This is an optimization exercise on Yosys and OpenROAD, whose aim is small area, a short achievable clock period and few clock cycles per item, not a production implementation.
No functional check of the RTL was part of any run shown here.
Power figures rest on the tool's default switching activity, not on a simulated workload.

==> flow/design.v <==
module alu(
        input clk,
        input rst,
        input [2:0] operation,
        input [15:0] srcA_i,
        input [15:0] srcB_i,
        input [15:0] sortNum0_i,
        input [15:0] sortNum1_i,
        input [15:0] sortNum2_i,
        input [15:0] sortNum3_i,
        input [15:0] sortNum4_i,
        input [15:0] sortNum5_i,
        input [15:0] sortNum6_i,
        input [15:0] sortNum7_i,
        input [15:0] sortNum8_i,
        output [15:0] data_o,
        output [15:0] sortNum0_o,
        output [15:0] sortNum1_o,
        output [15:0] sortNum2_o,
        output [15:0] sortNum3_o,
        output [15:0] sortNum4_o,
        output [15:0] sortNum5_o,
        output [15:0] sortNum6_o,
        output [15:0] sortNum7_o,
        output [15:0] sortNum8_o,
        output reg        done
);
localparam [2:0] OP_ADD  = 3'd0;
localparam [2:0] OP_SUB  = 3'd1;
localparam [2:0] OP_MUL  = 3'd2;
localparam [2:0] OP_DIV  = 3'd3;
localparam [2:0] OP_SORT = 3'd4;
wire [15:0] a = srcA_i;
wire [15:0] b = srcB_i;
reg  [3:0]  cnt;
reg  [15:0] H, L, D;
reg  [16:0] E;          
reg         prev;       
reg  [8:0]  cmp;        
reg  [15:0] R;          
reg         fmax, fmin;
reg  [15:0] S [0:8];
assign data_o = {(R[15] & ~fmax) | fmin, (R[14:0] | {15{fmax}}) & ~{15{fmin}}};
assign sortNum0_o = S[0];
assign sortNum1_o = S[1];
assign sortNum2_o = S[2];
assign sortNum3_o = S[3];
assign sortNum4_o = S[4];
assign sortNum5_o = S[5];
assign sortNum6_o = S[6];
assign sortNum7_o = S[7];
assign sortNum8_o = S[8];
wire first = (cnt == 4'd0);
function gt17;
        input [16:0] x;
        input [16:0] y;
        reg   [16:0] g, p;
        reg   [8:0]  g1, p1;
        reg   [4:0]  g2, p2;
        reg   [2:0]  g3, p3;
        integer i;
        begin
                g = x & ~y;
                p = x | ~y;
                for (i = 0; i < 8; i = i + 1) begin
                        g1[i] = g[2*i+1] | (p[2*i+1] & g[2*i]);
                        p1[i] = p[2*i+1] & p[2*i];
                end
                g1[8] = g[16];
                p1[8] = p[16];
                for (i = 0; i < 4; i = i + 1) begin
                        g2[i] = g1[2*i+1] | (p1[2*i+1] & g1[2*i]);
                        p2[i] = p1[2*i+1] & p1[2*i];
                end
                g2[4] = g1[8];
                p2[4] = p1[8];
                for (i = 0; i < 2; i = i + 1) begin
                        g3[i] = g2[2*i+1] | (p2[2*i+1] & g2[2*i]);
                        p3[i] = p2[2*i+1] & p2[2*i];
                end
                g3[2] = g2[4];
                p3[2] = p2[4];
                gt17 = g3[2] | (p3[2] & (g3[1] | (p3[1] & g3[0])));
        end
endfunction
function [15:0] lor16;
        input [15:0] x;
        reg   [15:0] o;
        integer i, l;
        begin
                o = x;
                for (l = 1; l < 16; l = l * 2)
                        for (i = 15; i >= l; i = i - 1)
                                o[i] = o[i] | o[i-l];
                lor16 = {o[14:0], 1'b0};
        end
endfunction
wire        is_sub = operation[0];
wire        mul0;                   
wire [15:0] m0_a, m0_b;
wire        m0_c;
wire [15:0] as_x   = mul0 ? m0_a : a;
wire [15:0] as_y   = mul0 ? m0_b : b ^ {16{is_sub}};
wire        as_ci  = mul0 ? m0_c : is_sub;
wire [16:0] as_t   = {as_x, 1'b1} + {as_y, as_ci};
wire [15:0] as_r   = as_t[16:1];
wire        as_ov  = ~a[15] & (b[15] ^ ~is_sub) & as_r[15];
wire        as_un  =  a[15] & (b[15] ^  is_sub) & ~as_r[15];
wire [15:0] na   = a ^ lor16(a);              
wire        m0p  = ~b[1] & b[0], m0n = b[1] & ~b[0];
assign mul0 = (operation == OP_MUL) & first;
assign m0_a = {1'b0, {15{b[0]}} & ~a[15:1]};
assign m0_b = (a & {16{m0p | m0n}}) ^ {16{m0n}};
assign m0_c = b[0] ? ~a[0] : m0n;
wire        m0f  = b[0] & (na[15] ^ (a == 16'd0));    
wire [15:0] m0_s = {as_r[15] ^ m0f, as_r[14:0]};
reg         e1p, e1n, e2p, e2n;                        
wire [2:0]  bq  = first ? b[3:1] : L[3:1];             
wire [15:0] y1  = ({16{e1p}} & D) | ({16{e1n}} & E[15:0]);
wire [15:0] y2  = ({16{e2p}} & D) | ({16{e2n}} & E[15:0]);
wire        mt0 = H[0] & y1[0];                        
wire        mo1 = H[0] ^ y1[0];                        
wire [15:0] ua  = {1'b0, H[15:1]};
wire [15:0] ub  = {1'b0, y1[15:1]};
wire        uc  = {ua[13:0], mt0} > {~ub[13:0], 1'b0};   
wire        mf  = (ua[14] | ub[14] | uc) & ~(ua[14] & ub[14] & uc);   
wire [15:0] cs_s = ua ^ ub ^ y2;
wire [15:0] cs_c = (ua & ub) | (ua & y2) | (ub & y2);
wire        rnd  = (L[11] & ^L[10:2]) | (L[12] & L[11] & ~^L[10:2]);
wire [4:0]  ql   = {mo1, L[15:12]} + {4'd0, rnd};
wire        mlast = (cnt == 4'd7);
wire        c5   = mlast & rnd & mo1 & (&L[15:12]);
wire [16:0] s2t  = {cs_s, 1'b1} + {cs_c[14:0], mt0, c5};
wire [15:0] s2r  = s2t[16:1];
wire [15:0] s2   = {s2r[15] ^ mf, s2r[14:0]};
wire [15:0] mq   = {s2r[10:0], ql};
wire        sgn  = a[15] ^ b[15];
wire [15:0] am  = a ^ ({16{a[15]}} & lor16(a));      
wire [15:0] bm  = b ^ ({16{b[15]}} & lor16(b));      
wire [15:0] nb  = b ^ {16{b[15]}};
wire [16:0] t3a = {1'b0, nb};
wire [16:0] t3b = {nb, 1'b0};
wire [16:0] t3c = {15'd0, b[15], b[15]};
wire [16:0] bm3 = (t3a ^ t3b ^ t3c) + {((t3a & t3b) | (t3a & t3c) | (t3b & t3c)), 1'b0};
wire        bz    = (b == 16'd0);
wire        b1    = (b == 16'd1) | (b == 16'hffff);
wire        dv_g1 = am[15] & bz;
wire [1:0]  dv_t1 = {am[15], am[14]};
wire        dv_g2 = ((dv_t1 != 2'd0) & bz) | (dv_t1[1] & b1);
wire [1:0]  dv_t2 = (dv_g2 & b1) ? dv_t1 - 2'd1 : dv_t1;
wire [16:0] X    = {H, L[15]};
wire        h_gt = H[14:0] > D[14:0];
wire        h_eq = (H[14:0] == D[14:0]);
wire        d_g1 = (H[15] & ~D[15]) | (~(H[15] ^ D[15]) & h_gt);           
wire        d_ms = H[15] & ~D[15] & (h_gt | h_eq);                         
wire        d_ca = X[15:0] > D;
wire        x_gt = X[15:0] > E[15:0];
wire        d_c3 = (X[16] & ~E[16]) | (~(X[16] ^ E[16]) & x_gt);         
wire        d_ch = X[16] & ~E[16] & x_gt;                                 
wire        d_g2 = d_g1 ? (d_ms ? d_ch : d_c3) : d_ca;
wire [14:0] r0   = X[14:0];
wire [14:0] r1   = X[14:0] - D[14:0];
wire [14:0] r2   = X[14:0] - {D[13:0], 1'b0};
wire [14:0] r3   = X[14:0] - E[14:0];
wire        ds0  = ~d_g1 & ~d_g2, ds1 = ~d_g1 & d_g2, ds2 = d_g1 & ~d_g2, ds3 = d_g1 & d_g2;
wire [14:0] rr   = ({15{ds0}} & r0) | ({15{ds1}} & r1) | ({15{ds2}} & r2) | ({15{ds3}} & r3);
wire [15:0] dq  = {L[13:0], d_g1, d_g2};
wire [15:0] orl = lor16({2'b00, L[13:0]});
wire        glo = d_g1 | d_g2;
wire [15:0] d_res = sgn ? {L[13:0] ^ (orl[13:0] | {14{glo}}), d_g1 ^ d_g2, d_g2} : dq;
wire [15:0] xin [0:8];
assign xin[0] = sortNum0_i;
assign xin[1] = sortNum1_i;
assign xin[2] = sortNum2_i;
assign xin[3] = sortNum3_i;
assign xin[4] = sortNum4_i;
assign xin[5] = sortNum5_i;
assign xin[6] = sortNum6_i;
assign xin[7] = sortNum7_i;
assign xin[8] = sortNum8_i;
reg  [15:0] sel;
integer u;
always @* begin
        sel = 16'd0;
        for (u = 0; u < 9; u = u + 1)
                sel = sel | (xin[u] & {16{cnt == u || (u == 8 && cnt > 8)}});
end
reg [8:0] cmp_n;
integer j;
always @* begin
        for (j = 0; j < 9; j = j + 1)
                cmp_n[j] = gt17({sel, 1'b1}, {xin[j], ~(j < cnt)});
end
reg [3:0] ga, gb, gc;       
reg [8:0] slot;
integer k, i1, i2;
always @* begin
        for (k = 0; k < 4; k = k + 1) begin
                ga[k] = (cmp[0] + cmp[1] + cmp[2] == k);
                gb[k] = (cmp[3] + cmp[4] + cmp[5] == k);
                gc[k] = (cmp[6] + cmp[7] + cmp[8] == k);
        end
        slot = 9'd0;
        for (i1 = 0; i1 < 4; i1 = i1 + 1)
                for (i2 = 0; i2 < 4; i2 = i2 + 1)
                        for (k = 0; k < 4; k = k + 1)
                                if (i1 + i2 + k < 9)
                                        slot[i1 + i2 + k] = slot[i1 + i2 + k] | (ga[i1] & gb[i2] & gc[k]);
end
wire last = (operation == OP_MUL)  ? (cnt == 4'd7)  :
            (operation == OP_DIV)  ? (cnt == 4'd12) :
            (operation == OP_SORT) ? (cnt == 4'd9)  : 1'b1;
always @(posedge clk or posedge rst) begin
        if (rst) begin
                cnt  <= 4'd0;
                done <= 1'b0;
        end else begin
                cnt  <= last ? 4'd0 : cnt + 4'd1;
                done <= last;
        end
end
always @(posedge clk) begin
        cmp <= cmp_n;
        E   <= (operation == OP_MUL) ? {1'b0, na} : bm3;
        e1p <= ~bq[1] & bq[0];
        e1n <= bq[1] & ~bq[0];
        e2p <= ~bq[2] & bq[1];
        e2n <= bq[2] & ~bq[1];
        case (operation)
        OP_MUL: begin
                if (first) begin
                        H    <= {m0_s[15], m0_s[15:1]};
                        L    <= {m0_s[0], a[0] & b[0], b[15:2]};
                        prev <= b[1];
                end else begin
                        H    <= {s2[15], s2[15:1]};
                        L    <= {s2[0], mo1, L[15:2]};
                        prev <= L[1];
                end
                D    <= a;
                R    <= mq;
                fmax <= ~sgn & mq[15];
                fmin <= sgn & ~mq[15];
        end
        OP_DIV: begin
                if (first) begin
                        H <= {13'd0, dv_t2, am[13]};
                        L <= {am[12:0], 1'b0, dv_g1, dv_g2};
                end else begin
                        H <= {rr, L[14]};
                        L <= {L[13:0], d_g1, d_g2};
                end
                prev <= L[1];
                D    <= bm;
                R    <= d_res;
                fmax <= 1'b0;
                fmin <= 1'b0;
        end
        OP_SORT: begin
                H    <= {s2[15], s2[15:1]};
                L    <= {s2[0], mo1, L[15:2]};
                prev <= L[1];
                D    <= sel;
                R    <= as_r;
                fmax <= as_ov;
                fmin <= as_un;
        end
        default: begin
                H    <= {s2[15], s2[15:1]};
                L    <= {s2[0], mo1, L[15:2]};
                prev <= L[1];
                D    <= a;
                R    <= as_r;
                fmax <= as_ov;
                fmin <= as_un;
        end
        endcase
end
integer p;
always @(posedge clk)
        if (operation == OP_SORT && !first)
                for (p = 0; p < 9; p = p + 1)
                        if (slot[p]) S[p] <= D;
endmodule
==> flow/flow/run.sh <==
#!/bin/bash
# The standard layout, except that the port buffers are buf_1 cells
# (buffer_ports would otherwise pick its lowest-drive buffer, a delay cell).
export BUFFER_PORTS_ARGS="-buffer_cell sky130_fd_sc_hd__buf_1"
bash standard.sh > standard.log 2>&1
==> flow/standard.sh <==
#!/bin/bash
# synth_recipe.tcl (not shown) runs the flow's synth.tcl, then flattens the netlist and writes it again
# the make line also repeats each setting of config.mk as NAME=value (left out here)
make -C /OpenROAD-flow-scripts/flow DESIGN_CONFIG=/design/flow/config.mk WORK_HOME=/design/flow/orfs CLKGATE_MAP_FILE= SYNTH_SCRIPT=/design/flow/synth_recipe.tcl "${@:-finish}"
==> flow/config.mk <==
export PLATFORM = sky130hd
export DESIGN_NAME = alu
export DESIGN_NICKNAME = alu
export VERILOG_FILES = /design/flow/design.v
export SDC_FILE = /design/flow/constraint.sdc
export NUM_CORES = 4
export LEC_CHECK = 0
export CAP_MARGIN = 20
export CELL_PAD_IN_SITES_DETAIL_PLACEMENT = 1
export CELL_PAD_IN_SITES_GLOBAL_PLACEMENT = 2
export CORE_MARGIN = 2
export CORE_UTILIZATION = 25
export PLACE_DENSITY = 0.5
export SETUP_SLACK_MARGIN = 1.0
export SLEW_MARGIN = 20
==> flow/constraint.sdc <==
create_clock -name core_clock -period 5.0 [get_ports {clk}]
set_input_delay 1.0000 -clock core_clock [delete_from_list [all_inputs] [get_ports {clk}]]
set_output_delay 1.0000 -clock core_clock [all_outputs]
set_load 0.01 [all_outputs]
==> run_results.csv, run 1 <==
group,metric,value,unit
worst_hold_path,min_path_type,"in -> async",
clock_tree,cts_buffer_depth,3,
routing,drc_errors,0,
pwr,power_density,532,mW/mm^2
status,outcome,"no timing/DRC/antenna violations",
clock_tree,cts-root-buf,"clkbuf_16",
sta,hold_violations,0,
logic_synthesis,synth-compound-area-share,25.2,%
clock_tree,path_clk_slew,0.06,ns
logic_synthesis,synthMuxAreaShare,1.47,%
placement,place_inst,3691,
global_route,antenna_found_initial,3,
sta,relSlewSlack,17.7,%
worst_setup_path,crit_arrival,4.53,ns
finish,drive_above_1_share,13.3,%
job,cap_viol_max_count,0,
logic_synthesis,synth_area,0.0202,sq mm
finish,syn2layout_area_growth,24.3,%
sta,min_period,4.06,ns
placement,hpwlAfterDp,81.9,mm
pwr,ir_worst_vdd,0.315,mV
global_route,grt_overflow,0,
sta,min_period_over_period,81.3,%
sta,fin_skew,0.0329,ns
clock_tree,worstSkewPairLatency,0.61,ns
worst_setup_path,reg2reg_slack,0.94,ns
worst_setup_path,path_class,"in -> reg",
logic_synthesis,yosys_warnings,2,
global_route,grt_pass1_vias,20200,
logic_synthesis,async_flop_share,2.04,%
logic_synthesis,syn_nets,2672,
logic_synthesis,synthAdderAreaFrac,13.4,%
logic_synthesis,ys.flop_type,"edfxtp_1",
global_route,grt_pass1_wl,144,mm
routing,num_vias,19900,
logic_synthesis,synth_top_family_by_area,"compound AO/OA/AOI/OAI gates",
worst_setup_path,crit_fanout,4,
die,fp.coreArea,0.0803,sq mm
die,die_x,288,um
worst_setup_path,worst_r2r_endpoint,"H[13]",
routing,vias_per_cell,5.26,
logic_synthesis,seq_area_frac_synth,31.6,%
worst_setup_path,crit_end,"H[13]",
logic_synthesis,synthCells,2320,
placement,gp_congestion,0.875,
sta,fmaxAchievable,0.246,GHz
clock_tree,cts_made_buffers,30,
sta,finalMaxSlewViolations,0,
logic_synthesis,synth_xor_xnor_area_share,7.83,%
finish,nets,3052,
routing,wirelength,102,mm
global_route,grt_usage,23.5,%
clock_tree,cts_tree,"yes",
routing,ant_nets,0,
worst_setup_path,rr_startpoint,"cnt[0]",
finish,final_cells,3783,
die,io_pins,342,
logic_synthesis,netlist-cell-type-count,97,
sta,finalSetupViolCount,0,
routing,firstDrtPassIters,7,
die,die_area,0.0831,sq mm
logic_synthesis,synthSimpleGateAreaFrac,15.3,%
sta,rsz0062_at_grt,"true",
pwr,p_leak,9.64,nW
routing,wire_per_inst,26.9,um
logic_synthesis,synth_edf_count,144,
logic_synthesis,synth.avg_cell_area,8.70,sq um
sta,worst_pin_slew,1.23,ns
die,rows,104,
sta,fin_tns_setup,0,ns
die,die_h,288,um
logic_synthesis,ys_ff_latch,245,
worst_setup_path,cp.required,5.46,ns
worst_setup_path,critPathLaunch,"srcB_i[0]",
worst_setup_path,ff2ff_path_depth,17,
die,initial_core_util,25.2,%
worst_setup_path,startpoint_type,"input port",
worst_setup_path,crit_path_end_kind,"flop",
placement,port_buffers,341,
clock_tree,clkSinkCount,245,
routing,first_iter_violations,1151,
global_route,grt_max_degree,51,
clock_tree,cts-htree-levels,1,
## cell type report
| cell class | count | area, sq um |
|---|---|---|
| Clock inverter | 14 | 138 |
| Inverter | 110 | 427 |
| Timing Repair Buffer | 506 | 2620 |
| Multi-Input combinational cell | 1807 | 13400 |
| Antenna cell | 2 | 5.00 |
| Sequential cell | 245 | 6380 |
| Tap cell | 1060 | 1330 |
| Clock buffer | 39 | 795 |
| Fill cell | 9434 | 55200 |
## cells in the mapped netlist (all sizes together), types with 13 or more instances
cell,count,area (sq um)
or3,22,168
a21o,45,338
a22oi,42,315
dfxtp,96,1920
nor2,174,656
o21a,16,120
clkbuf,112,420
xnor2,98,858
nor2b,19,119
maj3,39,393
and3,19,126
edfxtp,144,4320
a21oi,140,704
a211oi,23,178
o221ai,21,184
nor3,30,150
o31ai,38,290
xor2,80,701
o211ai,30,225
or2,13,81.3
nand3,43,215
ha,147,1840
buf,46,214
nand2,236,886
fa,24,480
o22ai,37,231
a22o,40,350
o21ai,142,711
nand2b,17,106
a221oi,19,166
inv,108,405
nand4,22,138
a222oi,26,260
mux2i,24,240
## logic make-up (layout without fill, tap and decap cells)
logic type	Yosys count	in the layout
AO/OA/AOI/OAI	737	737
AND/OR/NAND/NOR	652	652
buffers and inverters	268	669
flip-flops	245	245
adder cells (fa/ha/maj)	210	210
XOR/XNOR	179	179
multiplexers	29	29
other	0	2
## worst min path at each step
stage,startpoint,end,depth (start not counted)
6_report,rst,done,2
2_1_floorplan,L[3],e2p,1
3_3_place_gp,L[6],L[4],2
4_1_cts,rst,done,2
3_5_place_dp,L[6],L[4],2
5_1_grt,rst,done,2
## stage by stage
| stage | instance area (sq um) | total power, W | setup slack [ns] | util [%] | hold slack (ns) |
|---|---|---|---|---|---|
| detailed placement | 23300 | 0.0110 | 0.0296 | 29.0 | 0.588 |
| finish | 25100 | 0.0134 | 0.936 | 31.3 | 0.257 |
| floorplan | 20400 | 0.00812 | 0.277 | - | 0.491 |
| global placement | 23300 | 0.0109 | 0.0750 | 29.0 | 0.593 |
| CTS | 24500 | 0.0133 | 0.858 | 30.5 | 0.239 |
| global route | 25100 | 0.0144 | 0.773 | 31.2 | 0.270 |
## metal layers
metal | vias to the layer above | wire length (um) | global-route usage [%]
li1 | 9375 | - | -
met1 | 10000 | 47500 | 32.3
met2 | 435 | 48400 | 39.7
met3 | 94 | 3380 | 2.20
met4 | 0 | 2360 | 5.49
met5 | - | 0 | 0
## worst max-delay path, stage by stage
cell and delay [ns]:
buf_2 0.16, clkinv_8 0.08, ha_4 0.28, nand2_2 0.05
xor2_1 0.14, o21ai_2 0.14, ha_1 0.26, a21o_1 0.16
a21o_1 0.15, a41o_1 0.25, a31oi_4 0.24, o311ai_4 0.12
or4b_4 0.54, a311o_1 0.31, xor2_2 0.20, o2bb2ai_1 0.15
or3_1 0.31
## state kept, by name, indices dropped and copies added (netlist names)
register  flops
L            16
R            16
H            16
e1p           1
fmin          1
e1n           1
S           144
D            16
E            17
done          1
fmax          1
e2n           1
cmp           9
e2p           1
cnt           4
## placed cells by master (no fill, tap or decap), types with 17 or more instances in the layout
cell type,Yosys,final
a21oi_1,139,131
clkbuf_16,0,31
o21ai_0,140,128
fa_1,24,23
nor2_1,173,169
nor2b_1,19,17
o31ai_1,37,35
a21o_1,45,45
ha_1,147,137
nand2_1,236,230
mux2i_1,24,22
a222oi_1,26,26
o221ai_1,21,19
a22oi_1,42,42
buf_1,27,336
xor2_1,80,73
maj3_1,37,37
o211ai_1,30,30
nand3_1,43,42
inv_1,108,102
buf_4,2,154
a22o_1,40,39
nand4_1,22,22
o22ai_1,37,35
xnor2_1,98,94
dfxtp_1,96,91
nor3_1,30,29
a211oi_1,22,17
edfxtp_1,144,144
## power by group
part	internal (W)	switching (W)
sequential	0.00250	0.000551
clock	0.00118	0.000905
combinational	0.00329	0.00494
## timing repair
item                                    in CTS  in global routing
gates cloned                                 0                  1
gates resized for setup                     51                 70
hold endpoints to repair                     0                  0
setup buffers                                7                 29
hold buffers                                 0                  0
endpoints found under the setup margin      27                 44
pin swaps                                   15                 30
==> inputs of run 2 (changes only) <==
--- a/flow/config.mk
+++ b/flow/config.mk
@@ -10,6 +10,7 @@
 export CELL_PAD_IN_SITES_GLOBAL_PLACEMENT = 2
 export CORE_MARGIN = 2
 export CORE_UTILIZATION = 25
+export CTS_BUF_LIST = sky130_fd_sc_hd__clkbuf_4 sky130_fd_sc_hd__clkbuf_8
 export PLACE_DENSITY = 0.5
 export SETUP_SLACK_MARGIN = 1.0
 export SLEW_MARGIN = 20
==> run_results.csv, run 2 <==
group,metric,value,unit
worst_setup_path,critical_path_depth,17,
routing,first_iter_violations,1142,
worst_setup_path,startpoint_type,"flop",
routing,num_vias,20100,
finish,mostFrequentLayoutCells,"337 x buf_1, 229 x nand2_1, 169 x nor2_1",
finish,syn2layout_area_growth,24.6,%
job,cap_viol_max_count,0,
clock_tree,path_clk_slew,0.06,ns
logic_synthesis,async_flop_share,2.04,%
worst_setup_path,crit_family,"compound AO/OA/AOI/OAI gates",
sta,min_period,4.11,ns
global_route,grt_max_degree,51,
finish,drive_above_1_share,14.6,%
sta,worst_pin_slew,1.15,ns
sta,relSlewSlack,22.8,%
global_route,antenna_found_initial,6,
routing,wirelength,102,mm
logic_synthesis,yosys.area.top_type,"edfxtp_1",
worst_setup_path,crit_chain,"inv_2, ha_4, nor3b_4, nand2_4, nand2_2, o21ai_2, ha_1, a21o_1, a21o_1, a41o_1, a31oi_4, o311ai_4, or4b_4, a311o_1, xor2_2, o2bb2ai_1, or3_1",
logic_synthesis,synthTopCellsByArea,"edfxtp_1 21%, dfxtp_1 9.5%, ha_1 9.1%, nand2_1 4.4%, xnor2_1 4.3%",
routing,drc_errors,0,
die,io_pins,342,
sta,rsz0062_at_grt,"true",
finish,largest_register,"S",
placement,port_buffers,341,
logic_synthesis,netlist-cell-type-count,97,
global_route,grt_overflow,0,
pwr,power_density,531,mW/mm^2
die,initial_core_util,25.2,%
die,die_x,288,um
sta,hold_violations,0,
sta,holdWs,0.184,ns
sta,min_period_over_period,82.3,%
logic_synthesis,ys.flop_type,"edfxtp_1",
die,die_h,288,um
logic_synthesis,synth_area,0.0202,sq mm
worst_setup_path,critical_path.slowest_cell,"or4b_4",
clock_tree,cts_hold_buf,0,
worst_setup_path,rr_startpoint,"cnt[1]",
sta,finalMaxSlewViolations,0,
logic_synthesis,yosysMostFrequentCell,"nand2_1",
finish,nets,3064,
routing,vias_per_cell,5.27,
global_route,grt_pass1_wl,144,mm
logic_synthesis,synth_top_cells_by_count,"236 x nand2_1, 173 x nor2_1, 147 x ha_1, 144 x edfxtp_1, 140 x o21ai_0",
status,outcome,"no timing/DRC/antenna violations",
logic_synthesis,synth.avg_cell_area,8.70,sq um
worst_setup_path,cp.required,5.49,ns
routing,wire_per_inst,26.8,um
worst_setup_path,reg2reg_slack,0.89,ns
logic_synthesis,synth_top_area_share,21.4,%
sta,fin_tns_setup,0,ns
worst_setup_path,crit_arrival,4.61,ns
clock_tree,cts_buffer_depth,3,
worst_setup_path,critPathLaunch,"cnt[1]",
placement,hpwlAfterDp,81.9,mm
worst_setup_path,crit_path_end_kind,"flop",
clock_tree,cts-root-buf,"clkbuf_8",
worst_setup_path,crit_end,"H[13]",
logic_synthesis,syn_nets,2672,
pwr,ir_worst_vdd,0.208,mV
worst_setup_path,worst_r2r_endpoint,"H[13]",
logic_synthesis,ys_ff_latch,245,
worst_setup_path,crit_top_cell,"a21o_1",
clock_tree,cts_tree,"yes",
worst_setup_path,path_class,"reg -> reg",
clock_tree,cts_made_buffers,46,
placement,gp_congestion,0.875,
finish,largest_reg_flops,144,
routing,ant_nets,0,
die,die_area,0.0831,sq mm
die,fp.coreArea,0.0803,sq mm
finish,reg_top3,"S (144), E (17)",
routing,firstDrtPassIters,8,
logic_synthesis,seq_area_frac_synth,31.6,%
worst_hold_path,min_path_type,"in -> async",
clock_tree,worstSkewPairLatency,0.68,ns
logic_synthesis,synth_edf_count,144,
clock_tree,cts-htree-levels,2,
worst_setup_path,slowest_delay,0.55,ns
logic_synthesis,synthCells,2320,
sta,fin_skew,0.0749,ns
worst_setup_path,ff2ff_path_depth,17,
global_route,grt_usage,23.7,%
logic_synthesis,yosys_warnings,2,
global_route,grt_pass1_vias,20300,
worst_setup_path,worst-path-buf-inv,1,
sta,finalSetupViolCount,0,
clock_tree,clkSinkCount,245,
sta,fmaxAchievable,0.243,GHz
pwr,p_leak,9.70,nW
die,rows,104,
worst_setup_path,crit_fanout,7,
finish,layout_commonest_cell,"buf_1",
-- run 2: cell count changes in the layout (fill, tap and decap cells not counted), moves of 4 or more --
| cell | previous run | this run |
|---|---|---|
| buf_4 | 154 | 147 |
| o21ai_0 | 128 | 123 |
| inv_6 | 4 | 0 |
| clkinv_2 | 4 | 9 |
| clkbuf_8 | 1 | 48 |
| clkbuf_4 | 0 | 13 |
| clkbuf_16 | 31 | 1 |
| clkbuf_1 | 8 | 0 |
| o21ai_1 | 8 | 12 |
| buf_6 | 4 | 8 |
-- run 2: timing repair --
action                                  CTS  global route
gates resized for setup                  50            94
endpoints found under the hold margin     0             0
gates cloned                              0             1
pin swaps                                16            35
endpoints found under the setup margin   29            44
setup buffers                             8            24
-- run 2: through the flow --
| step | instances | instance area (sq um) | power, W | setup slack [ns] | util (%) |
|---|---|---|---|---|---|
| floorplan | 2320 | 20400 | 0.00812 | 0.277 | - |
| global placement | 3691 | 23300 | 0.0109 | 0.0750 | 29.0 |
| detailed placement | 3691 | 23300 | 0.0110 | 0.0296 | 29.0 |
| CTS | 3780 | 24500 | 0.0133 | 0.872 | 30.6 |
| global route | 3807 | 25200 | 0.0144 | 0.751 | 31.3 |
| finish | 3808 | 25200 | 0.0134 | 0.886 | 31.3 |
-- run 2: final cells by class --
type | count | area [sq um]
Clock buffer | 61 | 758
Sequential cell | 245 | 6380
Inverter | 110 | 427
Fill cell | 9448 | 55100
Multi-Input combinational cell | 1807 | 13400
Tap cell | 1060 | 1330
Clock inverter | 20 | 203
Timing Repair Buffer | 502 | 2610
Antenna cell | 3 | 7.51
-- run 2: cell families after synthesis --
| kind of cell | after synthesis | synth area share, % |
|---|---|---|
| mux | 29 | 1.47 |
| buf+inv | 268 | 5.19 |
| xor+xnor | 179 | 7.83 |
| flops | 245 | 31.6 |
| compound gates | 737 | 25.2 |
| simple gates | 652 | 15.3 |
| fa+ha+maj | 210 | 13.4 |
-- run 2: routing by layer --
layer | vias to the layer above | GRT usage [%] | part of all wire [%] | wire [um]
met2 | 481 | 39.6 | 47 | 48300
li1 | 9407 | - | - | -
met5 | - | 0 | 0.036 | 37
met1 | 10100 | 32.4 | 46 | 47100
met3 | 120 | 2.77 | 3.9 | 4010
met4 | 6 | 5.98 | 2.4 | 2460
-- run 2: where the power goes --
| group | total, W | internal (W) | switching [W] | leakage [nW] |
|---|---|---|---|---|
| clock network | 0.00209 | 0.00115 | 0.000937 | 0.510 |
| logic | 0.00823 | 0.00329 | 0.00494 | 7.02 |
| registers | 0.00305 | 0.00250 | 0.000549 | 2.17 |
| total | 0.0134 | 0.00695 | 0.00642 | 9.70 |
-- run 2: worst min path at each step --
| stage | startpoint | endpoint | slack (ns) | cells past startpoint |
|---|---|---|---|---|
| detailed placement | L[6] | L[4] | 0.59 | 2 |
| floorplan | L[3] | e2p | 0.49 | 1 |
| global placement | L[6] | L[4] | 0.59 | 2 |
| CTS | rst | done | 0.12 | 2 |
| global route | rst | done | 0.17 | 2 |
| finish | rst | done | 0.18 | 2 |
==> inputs of run 3 (changes only) <==
--- a/flow/config.mk
+++ b/flow/config.mk
@@ -10,7 +10,6 @@
 export CELL_PAD_IN_SITES_GLOBAL_PLACEMENT = 2
 export CORE_MARGIN = 2
 export CORE_UTILIZATION = 25
-export CTS_BUF_LIST = sky130_fd_sc_hd__clkbuf_4 sky130_fd_sc_hd__clkbuf_8
 export PLACE_DENSITY = 0.5
-export SETUP_SLACK_MARGIN = 1.0
+export SETUP_SLACK_MARGIN = 0.75
 export SLEW_MARGIN = 20
==> run_results.csv, run 3 <==
group,metric,value,unit
routing,wire_per_inst,26.9,um
global_route,antenna_found_initial,6,
clock_tree,path_clk_slew,0.06,ns
logic_synthesis,netlist-cell-type-count,97,
routing,firstDrtPassIters,8,
logic_synthesis,seq_area_frac_synth,31.6,%
worst_setup_path,cp.required,5.48,ns
finish,n_fill_cell,9441,
die,initial_core_util,25.2,%
global_route,grt_pass1_vias,20000,
worst_setup_path,crit_fanout,14,
routing,drc_errors,0,
clock_tree,cts_tree,"yes",
clock_tree,cts_made_buffers,29,
logic_synthesis,ys_ff_latch,245,
finish,mostFrequentLayoutCells,"338 x buf_1, 232 x nand2_1, 170 x nor2_1",
finish,nets,3024,
die,die_area,0.0831,sq mm
global_route,grt_usage,23.4,%
worst_setup_path,ff2ff_path_depth,17,
placement,gp_congestion,0.889,
finish,reg_top3,"S (144), E (17)",
clock_tree,cts-root-buf,"clkbuf_16",
clock_tree,cts_buffer_depth,3,
sta,fin_tns_setup,0,ns
sta,relSlewSlack,28.7,%
sta,rsz0062_at_grt,"true",
finish,syn2layout_area_growth,22.2,%
finish,drive_above_1_share,10.8,%
die,die_h,288,um
global_route,grt_max_degree,51,
die,fp.coreArea,0.0803,sq mm
finish,final_cells,3757,
logic_synthesis,syn_nets,2672,
placement,port_buffers,341,
worst_setup_path,path_class,"in -> reg",
sta,min_period,4.21,ns
worst_hold_path,min_path_type,"in -> async",
logic_synthesis,ys.flop_type,"edfxtp_1",
logic_synthesis,async_flop_share,2.04,%
logic_synthesis,yosysMostFrequentCell,"nand2_1",
sta,worst_pin_slew,1.06,ns
sta,min_period_over_period,84.1,%
logic_synthesis,yosys_warnings,2,
worst_setup_path,startpoint_type,"input port",
routing,ant_nets,0,
routing,vias_per_cell,5.31,
placement,place_inst,3697,
global_route,grt_pass1_wl,143,mm
finish,layout_commonest_cell,"buf_1",
logic_synthesis,yosys.area.top_type,"edfxtp_1",
sta,hold_violations,0,
die,rows,104,
routing,wirelength,101,mm
logic_synthesis,synth_area,0.0202,sq mm
die,die_x,288,um
logic_synthesis,synthCells,2320,
logic_synthesis,synth_edf_count,144,
clock_tree,clkSinkCount,245,
pwr,power_density,546,mW/mm^2
die,io_pins,342,
sta,fin_skew,0.0250,ns
status,outcome,"no timing/DRC/antenna violations",
worst_setup_path,crit_path_end_kind,"flop",
global_route,grt_overflow,0,
worst_setup_path,crit_arrival,4.68,ns
logic_synthesis,synth_top_cells_by_count,"236 x nand2_1, 173 x nor2_1, 147 x ha_1, 144 x edfxtp_1, 140 x o21ai_0",
logic_synthesis,synthTopCellsByArea,"edfxtp_1 21%, dfxtp_1 9.5%, ha_1 9.1%, nand2_1 4.4%, xnor2_1 4.3%",
finish,largest_reg_flops,144,
job,cap_viol_max_count,0,
logic_synthesis,synth_top_area_share,21.4,%
sta,fmaxAchievable,0.238,GHz
finish,largest_register,"S",
sta,finalSetupViolCount,0,
pwr,ir_worst_vdd,0.401,mV
pwr,p_leak,9.48,nW
routing,num_vias,20000,
logic_synthesis,synth.avg_cell_area,8.70,sq um
clock_tree,cts-htree-levels,1,
clock_tree,worstSkewPairLatency,0.60,ns
routing,first_iter_violations,1160,
placement,hpwlAfterDp,81.9,mm
sta,finalMaxSlewViolations,0,
[run 3: cell count changes in the layout (fill, tap and decap cells not counted), moves of 5 or more]
| cell | previous run | this run |
|---|---|---|
| o21ai_0 | 123 | 132 |
| o21ai_2 | 7 | 2 |
| buf_6 | 8 | 2 |
| buf_4 | 147 | 130 |
| clkbuf_8 | 48 | 2 |
| xor2_1 | 72 | 78 |
| clkbuf_4 | 13 | 0 |
| clkinv_2 | 9 | 4 |
| clkbuf_1 | 0 | 7 |
| clkbuf_16 | 1 | 29 |
| xor2_2 | 7 | 2 |
[run 3: cell type report]
class                           count  area [sq um]  share of cell area [%]
Multi-Input combinational cell   1807         13100                    53.2
Antenna cell                        2          5.00                  0.0203
Sequential cell                   245          6370                    25.8
Timing Repair Buffer              479          2400                    9.74
Clock inverter                     16           230                   0.933
Inverter                          110           427                    1.73
Tap cell                         1060          1330                    5.38
Clock buffer                       38           779                    3.16
[run 3: cells by family (layout without fill, tap and decap cells)]
family	after synthesis	in the layout	share of synthesized area, %
AOI/OAI and AO/OA	737	737	25.2
and+or+nand+nor	652	652	15.3
buffers and inverters	268	643	5.19
DFF	245	245	31.6
adders and majority gates	210	210	13.4
xor gates and xnor gates	179	179	7.83
muxes	29	29	1.47
other	0	2	0
[run 3: path summary, 6_finish.rpt]
kind	from	to	slack, ns
min reg2reg	D[11]	S[4][11]	0.52
min	rst	done	0.28
max in group asynchronous	rst	cnt[1]	4.54
max	srcB_i[1]	H[13]	0.79
min in group core_clock	D[11]	S[4][11]	0.52
max reg2reg	cnt[1]	H[13]	0.85
[run 3: worst max-delay path, stage by stage]
cell,delay (ns)
buf_1,0.14
inv_1,0.11
ha_4,0.29
buf_4,0.22
nand2_1,0.09
xnor2_1,0.13
nand2_1,0.07
o21ai_0,0.09
ha_1,0.39
a21o_1,0.22
a31oi_4,0.17
o311ai_1,0.14
or4b_4,0.55
a311o_1,0.37
xor2_1,0.22
o2bb2ai_1,0.16
or3_1,0.31
[run 3: power breakdown]
group / internal, W / switching (W) / total, W
Clock: 0.00136 / 0.000913 / 0.00228
Sequential: 0.00250 / 0.000515 / 0.00302
Combinational: 0.00326 / 0.00492 / 0.00818
Total: 0.00712 / 0.00635 / 0.0135
[run 3: metrics by stage]
step | cell area (sq um) | hold slack [ns] | util, % | setup WS, ns | total power [W]
final | 24700 | 0.277 | 30.7 | 0.793 | 0.0135
after detailed placement | 23400 | 0.531 | 29.1 | 0.0494 | 0.0111
after global placement | 23400 | 0.519 | 29.1 | 0.0594 | 0.0111
after global routing | 24700 | 0.284 | 30.7 | 0.622 | 0.0145
after floorplan | 20400 | 0.491 | - | 0.277 | 0.00812
after CTS | 24400 | 0.247 | 30.4 | 0.613 | 0.0135
[run 3: routing by layer]
layer | track usage, % | share of wire [%] | wire [um] | vias up
li1 | - | - | - | 9327
met1 | 32.6 | 47 | 47100 | 10100
met2 | 39.2 | 48 | 48100 | 477
met3 | 2.55 | 4.0 | 4080 | 76
met4 | 4.40 | 1.7 | 1750 | 0
met5 | 0 | 0 | 0 | -
[run 3: what timing repair did]
| action | 4_1_cts | 5_1_grt |
|---|---|---|
| resized for setup | 14 | 37 |
| setup buffers | 0 | 4 |
| pin swaps | 0 | 8 |
| endpoints found under the setup margin | 16 | 24 |
| hold buffers | 0 | 0 |

[static timing again, ports no longer ideal]
In the flow no input, the clock included, has a driving cell. The finished layouts below were timed again as built, in two steps.
Step 1: set_driving_cell puts a clkbuf_16 on clk and a buf_2 on each other input, an assumption about the parent block.
Step 2 also shifts input and output timing later by t, the mid clock arrival at the registers, as if the neighbouring blocks saw the same clock.
a / b / c = no drivers / after step 1 / after step 2; a / b = the first two.
run | t (ns) | setup slack, ns | worst setup path at the end | clock arrival spread, ns | cell pins on the clock port's net
run 1 | 0.653 | 0.936 / 0.921 / 0.267 | input to register | 0.033 / 0.033 | 1
run 2 | 0.695 | 0.886 / 0.879 / 0.184 | input to register | 0.077 / 0.076 | 1
run 3 | 0.648 | 0.793 / 0.816 / 0.168 | input to register | 0.026 / 0.026 | 1
After both steps setup and hold are still met in every run listed. For run 2, which loses most, drivers alone change the setup slack by -0.007 ns; drivers and shift together by -0.702 ns.
